Context: an optimization exercise on an open-source flow, tuned for small area. The choices shown serve that exercise and are no tape-out recipe. In this exercise RTL edits were held to simulation tests only and were not proved equivalent to the original.

[flow/config.mk]
export PLATFORM = sky130hd
export DESIGN_NAME = final_pro
export DESIGN_NICKNAME = final_pro
export VERILOG_FILES = /design/flow/design.v
export SDC_FILE = /design/flow/constraint.sdc
export NUM_CORES = 4
export LEC_CHECK = 0
export CAP_MARGIN = 20
export CORE_MARGIN = 2
export CORE_UTILIZATION = 40
export SLEW_MARGIN = 20
[flow/constraint.sdc]
create_clock -name core_clock -period 12.0 [get_ports {clk}]
set_input_delay 2.4000 -clock core_clock [delete_from_list [all_inputs] [get_ports {clk}]]
set_output_delay 2.4000 -clock core_clock [all_outputs]
set_load 0.01 [all_outputs]
[flow/design.v]
`timescale 1ns / 1ps
module vga_sync(
  input  clk,
  input  reset,
  output oHS,
  output oVS,
  output visible,
  output p_tick,
  output [9:0] pixel_x,
  output [9:0] pixel_y
  );
localparam HD = 640, HF = 16, HS = 96, HB = 48;
localparam VD = 480, VF = 10, VS = 2,  VB = 33;
reg       mod2;
reg [9:0] h_count, v_count;
reg       h_sync_reg, v_sync_reg;
wire h_end = (h_count == HD + HF + HS + HB - 1);
wire v_end = (v_count == VD + VF + VS + VB - 1);
wire [9:0] h_next = ~mod2 ? h_count : (h_end ? 10'd0 : h_count + 10'd1);
wire [9:0] v_next = (~mod2 | ~h_end) ? v_count : (v_end ? 10'd0 : v_count + 10'd1);
wire h_sync_next = (h_next >= HD + HF) && (h_next <= HD + HF + HS - 1);
wire v_sync_next = (v_next >= VD + VF) && (v_next <= VD + VF + VS - 1);
always @(posedge clk) begin
  if (reset) begin
    mod2       <= 1'b0;
    h_count    <= 10'd0;
    v_count    <= 10'd0;
    h_sync_reg <= 1'b0;
    v_sync_reg <= 1'b0;
  end else begin
    mod2       <= ~mod2;
    h_count    <= h_next;
    v_count    <= v_next;
    h_sync_reg <= h_sync_next;
    v_sync_reg <= v_sync_next;
  end
end
assign p_tick  = mod2;
assign oHS     = ~h_sync_reg;
assign oVS     = ~v_sync_reg;
assign visible = (h_count < HD) && (v_count < VD);
assign pixel_x = h_count;
assign pixel_y = v_count;
endmodule
`timescale 1ns / 1ps
module Rotation_direction(
    input  CLK,
    input  reset,
    input  ROT_A,
    input  ROT_B,
    output reg rotary_event,
    output reg rotary_right
    );
reg [1:0] rot_in;
reg       rot_q1, rot_q2, rot_q1_d;
always @(posedge CLK) begin
  if (reset) begin
    rot_in <= 2'b00;
    rot_q1 <= 1'b0;
    rot_q2 <= 1'b0;
  end else begin
    rot_in <= {ROT_B, ROT_A};
    case (rot_in)
      2'b00: rot_q1 <= 1'b0;
      2'b01: rot_q2 <= 1'b0;
      2'b10: rot_q2 <= 1'b1;
      2'b11: rot_q1 <= 1'b1;
    endcase
  end
end
always @(posedge CLK) begin
  if (reset) begin
    rot_q1_d     <= 1'b0;
    rotary_event <= 1'b0;
    rotary_right <= 1'b0;
  end else begin
    rot_q1_d <= rot_q1;
    if (rot_q1 && !rot_q1_d) begin
      rotary_event <= 1'b1;
      rotary_right <= rot_q2;
    end else
      rotary_event <= 1'b0;
  end
end
endmodule
`timescale 1ns / 1ps
module GP(
	input clk,
	input reset,
	input [9:0]midx,
	input [9:0]midy,
	input [9:0]x,
	input [9:0]y,
	output reg [2:0]rgb,
	output reg gp_valid
    );
	wire [9:0] x_;
	wire [9:0] y_;
	reg [25:0] cnt;
	assign x_ = x > midx ? x - midx : midx - x;
	assign y_ = y > midy ? y - midy : midy - y;
	localparam MOUTH = 25000, PERIOD = 50000;
	always@(*)begin
		rgb <= 3'b110;
		gp_valid <= 0;
		if(  ((x_*x_) + (y_*y_) <= 16*16))begin
			gp_valid <= 1;
			if(cnt <= MOUTH)begin
				if((x+y > midx+midy) ||(x+midy < y+midx))begin
					rgb <= 3'b110;
					gp_valid <= 1;
				end
				else
					gp_valid <= 0;
			end
			else if(cnt <= PERIOD)begin
				rgb <= 3'b110;
				gp_valid <= 1;
			end
		end
		else 
			gp_valid <= 0;
	end
	always@(posedge clk)begin
		if(reset)
			cnt <= 0;
		else if(cnt >=PERIOD)
			cnt <= 0;
		else
			cnt <= cnt + 1 ;
	end
endmodule
`timescale 1ns / 1ps
module TP(
	input clk,
	input show,
	input [1:0]id,
	input [9:0]midx,
	input [9:0]midy,
	input [9:0]x,
	input [9:0]y,
	output reg [2:0]rgb,
	output reg tp_valid
    );
	wire [9:0] x_;
	wire [9:0] y_;
	assign x_ = x > midx ? x - midx : midx - x;
	assign y_ = y > midy ? y - midy : midy - y;
	always@(*)begin
		rgb <= 3'b000;
		tp_valid <= 0;
		if(show)begin
			case(id)
			0:begin
				if(x <= midx+8 && x >= midx-8 && y <= midy+8 && y >= midy-8)begin
					rgb <= 3'b001;
					tp_valid <= 1;
				end
				else tp_valid <=0;
			end
			1:begin
				if(y <= midy+20 && 2*x+midy < y+2*midx && 2*x+y > 2*midx+midy)begin
					rgb <= 3'b010;
					tp_valid <= 1;
				end
				else tp_valid <=0;
			end
			2:begin
				if( x_*x_ + y_*y_ <= 10*10)begin
					rgb <= 3'b100;
					tp_valid <= 1;
				end
				else tp_valid <=0;
			end
			3:begin
				if( x_*x_ + y_*y_ <= 10*10)begin
					rgb <= 3'b101;
					tp_valid <= 1;
				end
				else tp_valid <=0;
			end
			default:
				tp_valid <= 0;
         endcase
		end
		else
			tp_valid <= 0;
	end
endmodule
`timescale 1ns / 1ps
module status_board(
	input [9:0]x,
	input [9:0]y,
	input [3:0]id,
	output reg [2:0]rgb,
	output reg stbd_valid
	 );
	always@(*)begin
		rgb <= 3'b000;
		stbd_valid <= 0;
		if(x > 520 && y < 75)begin
			case(id)
			10:
				if((x > 555 && x < 565 && y > 10 && y < 60 ) || ((x >580 && x < 610 && y> 10 && y <60) && !( x >590 && x < 600 && y > 20 && y<50)))begin
					rgb <= 3'b110;
					stbd_valid <= 1;
				end
				else begin
					rgb <= 3'b011;
					stbd_valid <= 1;
				end
			9:
				if( ((x > 580 && x <610 && y >10  && y <40) && !( x >590 &&  x <600 && y >20  && y < 30)) || (x >580 && x <610 && y >50 && y <60) || (x >600 && x<610 && y >=40 && y<60))begin
					rgb <= 3'b110;
					stbd_valid <= 1;
				end
				else begin
					rgb <= 3'b011;
					stbd_valid <= 1;
				end
			8:
				if( (x > 580 && x <610 && y >10 && y <60) && !(x >590 && x < 600 && ( (y> 20 && y <30) || (y> 40 && y <50))) )begin
					rgb <= 3'b110;
					stbd_valid <= 1;
				end
				else begin
					rgb <= 3'b011;
					stbd_valid <= 1;
				end
			7:
				if(  (x>580 && x <590 && y >10 && y<35) || (x >=590 && x <600 &&y>10 && y <20) || (x >=600 && x <610 && y >10 && y<60))begin
					rgb <= 3'b110;
					stbd_valid <= 1;
				end
				else begin
					rgb <= 3'b011;
					stbd_valid <= 1;
				end
			6:
				if( ((x > 580 && x <610 && y >10 && y <60) && !(x >590 && x < 600 && ( (y> 20 && y <30) || (y> 40 && y <50)))) && !(x >= 600 && x <610 && y>20 && y <30) )begin
					rgb <= 3'b110;
					stbd_valid <= 1;
				end
				else begin
					rgb <= 3'b011;
					stbd_valid <= 1;
				end
			5:
				if( ((x > 580 && x <610 && y >10 && y <60) && !(x >590 && x < 600 && ( (y> 20 && y <30) || (y> 40 && y <50)))) && !((x >= 600 && x <610 && y>20 && y <30) || (x >580 && x <=590 &&y >40 && y <50)) )begin
					rgb <= 3'b110;
					stbd_valid <= 1;
				end
				else begin
					rgb <= 3'b011;
					stbd_valid <= 1;
				end
			4:
				if( (x >580 && x < 590 && y >10 && y < 40) || ( x >= 590 && x <= 600 && y > 30 && y <40) || ( x > 600 && x <610 && y >10 && y <60))begin
					rgb <= 3'b110;
					stbd_valid <= 1;
				end
				else begin
					rgb <= 3'b011;
					stbd_valid <= 1;
				end
			3:
				if( ((x > 580 && x <610 && y >10 && y <60) && !(x >590 && x < 600 && ( (y> 20 && y <30) || (y> 40 && y <50)))) && !( (x>580 && x <= 590) && ( (y >20 && y <30) || (y >40 && y <50)))  )begin
					rgb <= 3'b110;
					stbd_valid <= 1;
				end
				else begin
					rgb <= 3'b011;
					stbd_valid <= 1;
				end
			2:
				if( ((x > 580 && x <610 && y >10 && y <60) && !(x >590 && x < 600 && ( (y> 20 && y <30) || (y> 40 && y <50)))) && !( (x>580 && x <= 590 && y >20 && y <30) || (x>=600 && x <610 && y>40 && y <50)) )begin
					rgb <= 3'b110;
					stbd_valid <= 1;
				end
				else begin
					rgb <= 3'b011;
					stbd_valid <= 1;
				end
			1:
				if( x > 600 && x <610 && y >10 && y < 60)begin
					rgb <= 3'b110;
					stbd_valid <= 1;
				end
				else begin
					rgb <= 3'b011;
					stbd_valid <= 1;
				end
			0:
				if( (x > 580 && x <610 && y >10 && y <60) && !(x>590 && x <600 && y>20 && y <50))begin
					rgb <= 3'b110;
					stbd_valid <= 1;
				end
				else begin
					rgb <= 3'b011;
					stbd_valid <= 1;
				end
			endcase
		end
		else stbd_valid <= 0;
	end
endmodule
`timescale 1ns / 1ps
module final_pro(
    input  clk,
    input  reset,
    input start,
	 input ROT_A,
	 input ROT_B,
	 output reg [7:0] led,
    output HSYNC,
    output VSYNC,
    output VGA_RED,
    output VGA_GREEN,
    output VGA_BLUE
	);
wire video_on;       
wire pixel_tick;     
wire [9:0] pixel_x;  
wire [9:0] pixel_y;  
reg [2:0] rgb_reg;   
reg [2:0] rgb_next;  
wire [2:0] current_rgb;  
reg start_b;
reg [9:0]gp_pos_x;
reg [9:0]gp_pos_y;
reg [9:0]tp_pos_x;
reg [9:0]tp_pos_y;
reg tp_show;
reg [3:0]tp_cnt;
reg [1:0]tp_id;
reg fb_show;
reg [2:0]score;
wire [2:0] rgb_gp;
wire [2:0] rgb_stbd;
wire [2:0] rgb_tp;
wire [2:0] rgb_fb;
reg [3:0]score_0;
reg [3:0]score_1;
reg [3:0]score_2;
reg [3:0]score_3;
reg led_valid;
reg catch;
localparam init_s = 3'b000 , set_s = 3'b001,fall_s = 3'b010 , dsap_s = 3'b011 , over_s = 3'b100;
reg [2:0]S_cur,S_next;
localparam TICK = 5000;
reg [19:0] cnt;
reg [25:0]rand_cnt;
wire stbd_valid;
wire gp_valid;
wire tp_valid;
wire fb_valid;
wire ro_event;
wire ro_dir;
vga_sync vs0(
  .clk(clk), .reset(reset), .oHS(HSYNC), .oVS(VSYNC),
  .visible(video_on), .p_tick(pixel_tick),
  .pixel_x(pixel_x), .pixel_y(pixel_y)
  );
GP gp(
	.clk(clk),
	.reset(reset),
	.midx(gp_pos_x),
	.midy(gp_pos_y),
	.x(pixel_x),
	.y(pixel_y),
	.rgb(rgb_gp),
	.gp_valid(gp_valid)
    );
TP tp(
	.clk(clk),
	.show(tp_show),
	.id(tp_id),
	.midx(tp_pos_x),
	.midy(tp_pos_y),
	.x(pixel_x),
	.y(pixel_y),
	.rgb(rgb_tp),
	.tp_valid(tp_valid)
    );
status_board sta_bd(
	.x(pixel_x),
	.y(pixel_y),
	.id(tp_cnt),
	.rgb(rgb_stbd),
	.stbd_valid(stbd_valid)
    );
Rotation_direction rd(
    .CLK(clk),
    .reset(reset),
    .ROT_A(ROT_A),
    .ROT_B(ROT_B),
    .rotary_event(ro_event),
    .rotary_right(ro_dir)
    );
assign rgb_fb = 3'b000;
assign fb_valid = 1'b0;
assign {VGA_RED, VGA_GREEN, VGA_BLUE} = rgb_reg;
always@(posedge clk)begin
   if(reset)
      start_b <= 0;
   else if(start)
      start_b <= 1;
   else 
      start_b <= 0;
end
always@(posedge clk)begin
   if(reset || start_b)
      S_cur <= init_s;
   else begin
      S_cur <= S_next;
   end
end
always@(posedge clk)begin
   if(reset)
      S_next <= init_s;
   else
   case(S_cur)
   init_s:
      S_next <= set_s;
   set_s:
      S_next <= fall_s;
   fall_s:
      if(catch || tp_pos_y >= 470)
         S_next <= dsap_s;
      else
         S_next <= fall_s;
   dsap_s:
      if(tp_cnt == 0)
         S_next <= over_s;
      else 
         S_next <= set_s;
   over_s:
      S_next <= over_s;
   endcase
end
always @(posedge clk) begin
  if (reset)
    rgb_reg <= 3'b000;
  else if (pixel_tick)
    rgb_reg <= rgb_next;
  else
    rgb_reg <= rgb_reg;
end
always @(*) begin
  if (~video_on)
    rgb_next = 3'b000;  
  else
    rgb_next = current_rgb;  
end
assign current_rgb = stbd_valid ? rgb_stbd: gp_valid ? rgb_gp : tp_valid ? rgb_tp : fb_valid ? rgb_fb : 111;
always@(posedge clk)begin
	if(reset || S_cur == init_s)begin
		gp_pos_x <= 319;
		gp_pos_y <= 463;
	end
	else if(ro_event)begin
		if(ro_dir)begin			 
			if(gp_pos_x <= 619)
				gp_pos_x <= gp_pos_x + 20 ;
			else
				gp_pos_x <= 639;
		end
		else begin					 
			if(gp_pos_x >= 20)
				gp_pos_x <= gp_pos_x - 20;
			else
				gp_pos_x <= 0;
		end
	end 
end
always@(posedge clk)begin
	if(reset)begin
		tp_pos_x <= 319;
		tp_pos_y <= 10;
		tp_show <= 0;
		tp_id <= 0;
	end
	else if(S_cur == init_s || S_cur == set_s)begin
		tp_pos_x <= 0 + 30 *(rand_cnt % 16);
		tp_pos_y <= 10 + 10 * (rand_cnt % 8);
		tp_show <= 1;
		tp_id <= rand_cnt % 4;
	end
	else if(S_cur == fall_s)
      if(cnt == TICK)begin
         if(tp_pos_y < 479)begin
            tp_pos_y <= tp_pos_y + 4;
            tp_show <= 1;
         end
         else
            tp_show <= 0;
      end
end
always@(posedge clk)begin
	if(reset)
		tp_cnt <= 0;
	else if(S_cur == init_s)
		tp_cnt <= 10;
   else if(S_cur == set_s && S_next == fall_s)
      tp_cnt <= tp_cnt -1;
end
always@(posedge clk)begin
   if(reset)
		cnt <= 0;
   else if(cnt < TICK)  
		cnt <= cnt + 1;
	else
		cnt <=0;
end
always@(posedge clk)begin
   if(reset)
      rand_cnt <= 0;
   else if(rand_cnt < 1500000)
      rand_cnt <= rand_cnt + 1;
   else 
      rand_cnt <= 0;
end
always@(posedge clk)begin
	if(reset || S_cur == init_s)begin
      catch <=0;
	end
	else if(S_cur == fall_s)begin
				if(tp_pos_x <= gp_pos_x+10 && tp_pos_x >= gp_pos_x-10 && tp_pos_y <= gp_pos_y+10 && tp_pos_y >= gp_pos_y-10)begin
               catch <= 1;
				end		
			end
         else if(S_cur == dsap_s)
            catch <=0;
end
always@(posedge clk)begin
   if(reset || S_cur == init_s)begin
      led <= 0;
      score_0 <= 0;
      score_1 <= 0;
      score_2 <= 0;
      score_3 <= 0;
   end
   else if(catch && led_valid)
      led <= led + 1;
      case(tp_id)
      0:score_0 <= score_0+1;
      1:score_1 <= score_1+1;
      2:score_2 <= score_2+1;
      3:score_3 <= score_3+1;
      endcase
end
always@(posedge clk)begin
   if(reset)
      led_valid <= 0;
   else if(S_cur == set_s)begin
      led_valid <= 1;
   end
   else if(catch)
      led_valid <= 0;
end
always@(posedge clk)begin
   if(reset)
      fb_show <= 0;
   else if(S_cur == over_s)begin
      fb_show <= 1;
   end
   else
      fb_show <= 0;
end
endmodule
[flow/run.sh]
#!/bin/bash
# synth_recipe.tcl (not shown) runs the flow's synth.tcl, then flattens the netlist and writes it again
# the make line also repeats each setting of config.mk as NAME=value (left out here)
make -C /OpenROAD-flow-scripts/flow DESIGN_CONFIG=/design/flow/config.mk WORK_HOME=/design/flow/orfs CLKGATE_MAP_FILE= SYNTH_SCRIPT=/design/flow/synth_recipe.tcl finish
==> run notes <==
[Yosys cell counts (all sizes together) (25+ instances only)]
cell and count:
ha 472, inv 431, nor2 384, nand2 233, xnor2 211, fa 208
a21oi 200, dfxtp 156, o21ai 155, nand3 91, clkbuf 83, xor2 75
a21o 70, nor3 67, nand4 50, o21a 47, nor2b 43, nor4 39
nand2b 36, a31oi 32, o21bai 32, and2 30, and3 30, or2 30
buf 27, a211oi 25
[cells by family after synthesis]
group / share of synthesized area [%]
and+or+nand+nor: 18.8
AOI/OAI and AO/OA: 17.6
adders and majority gates: 35.4
buffers and inverters: 7.39
xor gates and xnor gates: 8.84
DFF: 11.0
muxes: 0.959
other: 0.0132
[per-layer routing]
| metal | vias up | global-route usage, % | routed length (um) |
|---|---|---|---|
| li1 | 12300 | - | - |
| met1 | 11600 | 29.3 | 36900 |
| met2 | 656 | 33.0 | 33200 |
| met5 | - | 0 | 0 |
| met4 | 0 | 6.37 | 1930 |
| met3 | 115 | 1.96 | 3640 |
[worst max path at each step]
stage	startpoint	to	slack, ns
5_1_grt	vs0.h_count[0]$_SDFF_PP0_	rgb_reg[1]$_SDFFE_PP0P_	0.07
2_1_floorplan	vs0.v_count[2]$_SDFF_PP0_	rgb_reg[0]$_SDFFE_PP0P_	2.11
3_3_place_gp	vs0.h_count[0]$_SDFF_PP0_	rgb_reg[1]$_SDFFE_PP0P_	1.17
4_1_cts	vs0.h_count[0]$_SDFF_PP0_	rgb_reg[0]$_SDFFE_PP0P_	1.05
6_report	vs0.h_count[0]$_SDFF_PP0_	rgb_reg[0]$_SDFFE_PP0P_	0.95
3_5_place_dp	vs0.h_count[0]$_SDFF_PP0_	rgb_reg[0]$_SDFFE_PP0P_	1.08
[layout make-up]
class | instances | area [um^2]
Clock buffer | 18 | 439
Clock inverter | 12 | 141
Fill cell | 7208 | 39700
Inverter | 440 | 1650
Multi-Input combinational cell | 2879 | 23300
Sequential cell | 156 | 3120
Tap cell | 940 | 1180
Timing Repair Buffer | 76 | 608
[power groups by stage]
| stage | clock network (mW) | logic (mW) | registers [mW] |
|---|---|---|---|
| 6_report | 0.556 | 3.78 | 0.543 |
| 2_1_floorplan | 0 | 2.95 | 0.548 |
| 3_5_place_dp | 0 | 3.75 | 0.554 |
| 5_1_grt | 0.583 | 4.25 | 0.544 |
| 3_3_place_gp | 0 | 3.80 | 0.554 |
| 4_1_cts | 0.570 | 3.78 | 0.542 |
[through the flow]
step	worst slack, ns	utilization (%)
final	0.949	43.4
after global routing	0.0708	43.4
after CTS	1.05	43.4
after detailed placement	1.08	42.6
after global placement	1.17	42.6
after floorplan	2.11	-
[worst register-to-register path: cells and delay by family, from the launching register on]
kind / cells / cell delay (ns)
fa+ha+maj: 8 / 3.37
buf+inv: 7 / 0.88
compound gates: 15 / 3.85
flops: 1 / 0.71
xor+xnor: 1 / 0.54
simple gates: 8 / 1.60
==> metrics.cfg <==
[status]
status=no timing/DRC/antenna violations

[place]
dp_hpwl_mm=60.0
post_dp_cell_area_mm2=0.0299
port_buffers=17
gp_congestion=0.922
place_inst=4491

[power_and_ir_drop]
p_sw_mw=2.45
leakage_nw=14.4
power_density_mw_per_mm2=160
irDropWorstVdd_mv=0.493
p_total_mw=4.88
power_frac_clock_pct=11.4
p_int_mw=2.43
seqPwrFrac_pct=11.1
switching_share_pct=50.3
p_comb_share_pct=77.5

[die]
start_util_pct=40.5
dieArea_mm2=0.0732
rows=97
core_mm2=0.0701
pin_count=18
die_x_um=271
dieHeight_um=271

[timing]
period_minus_slack_ns=11.05
fin_crit_sh_pct=92.1
clock.fmax_mhz=90.5
fin_setup_tns_ns=0
setup_viol=0
finalHoldViolations=0
final-max-slew-violation-count=0
hold_slack_ns=0.420
timing.slew.headroom_pct=29.9
rsz0062_at_grt=no
finClkSkew_ns=0.0105
worst_pin_slew_ns=1.04

[synthesis]
synth-main-ff-cell=dfxtp_1
synth_top_area_cell=ha_1
synth.cell_area_mm2=0.0284
syn_inst=3563
yosysUniqueCellTypes=103
synth_top_cell_area_share_pct=20.8
yosysWarnings=6
synthTopCellsByArea=ha_1 21%, fa_1 15%, dfxtp_1 11%
synthArstFlopShare_pct=0
avgSynthCellArea_um2=7.98
synth-seq-cells=156
ys_seq_area_share_pct=11.0
synth_edf_count=0

[cts]
clk_latency_ns=0.46
tritoncts=built
h-tree-depth=4
ctsHoldBuffers=0
cts.path.max_buffers=2
cts_made_buffers=17
root_buffer=clkbuf_16
cts_resized=0
clk_pin_slew_ns=0.07
cts.sinks=156
cts_setup_buffers=0

[setup_path]
cp_num_cells=39
path_common_cell=inv_1
slowest_delay_ns=0.71
start_kind=flop
r2r_slack_ns=0.95
crit_arrival_ns=11.40
critical_path_class=flop to flop
r2r_end=rgb_reg[0]$_SDFFE_PP0P_
r2r-start=vs0.h_count[0]$_SDFF_PP0_
path_max_fanout=14
end_kind=flop
r2r_cells=39
cpMaxStageDelayCell=dfxtp_1
crit_required_ns=12.35
critical-path-top-delay-family=compound AO/OA/AOI/OAI gates
path_buf_inv=7

[cells_and_area]
antenna_cells=0
fin_area_mm2=0.0304
largest_registers=gp.cnt (26), rand_cnt (26), cnt (20)
final_common_cell=ha_1
fin_nets=4255
final_cell_mix=472 x ha_1, 427 x inv_1, 382 x nor2_1
area_growth_pct=7.05
drive_gt1_share_pct=4.69
finalNonFillerCells=4521

[route]
vias=24700
avgViaCountPerCell=5.45
first_pass_iters=6
wl_per_cell_um=16.7
drt_first_iter_violations=1944
drc=0
ant_nets=0
totalWireLength_mm=75.6

[worst_hold_path]
whs_endpoint=rd.rotary_event$_SDFF_PP0_
hp-start=rd.rot_q1_d$_SDFF_PP0_
min_path_type=flop to flop
worstHoldPathCells=1

[flow_run]
max_cap_violations=0

[global_route]
grt_max_degree=60
grt_use_total_pct=20.6
antenna_found_initial=0
grt_pass1_wl_mm=124
grt_pass1_vias=23600
grt.overflow.total=0

==> re-timing with driven ports <==
The results above use ideal ports. As a check the final layout listed here was re-extracted and re-timed, cells and wires unchanged. Step 1 sets driving cells, clkbuf_16 on the clock port and buf_2 on the other inputs (assumed; they add their load-dependent delay and slew). Step 2, shift: input delay + t, output delay - t, t = (earliest + latest rising clock arrival at the registers) / 2. This alone moves slack from input paths to output paths. Slacks: no drivers / after step 1 / after step 2; pairs: no drivers / after step 1.
shift t [ns]: 0.505
setup WS [ns]: 0.949 / 0.949 / 0.949
slew at the worst register clock pin (ns): 0.07 / 0.07
worst slew at a driven data input, ns: 0.04
After both steps this run still meets setup and hold. For this run, drivers alone change the setup slack by 0.000 ns; drivers and shift together by 0.000 ns.
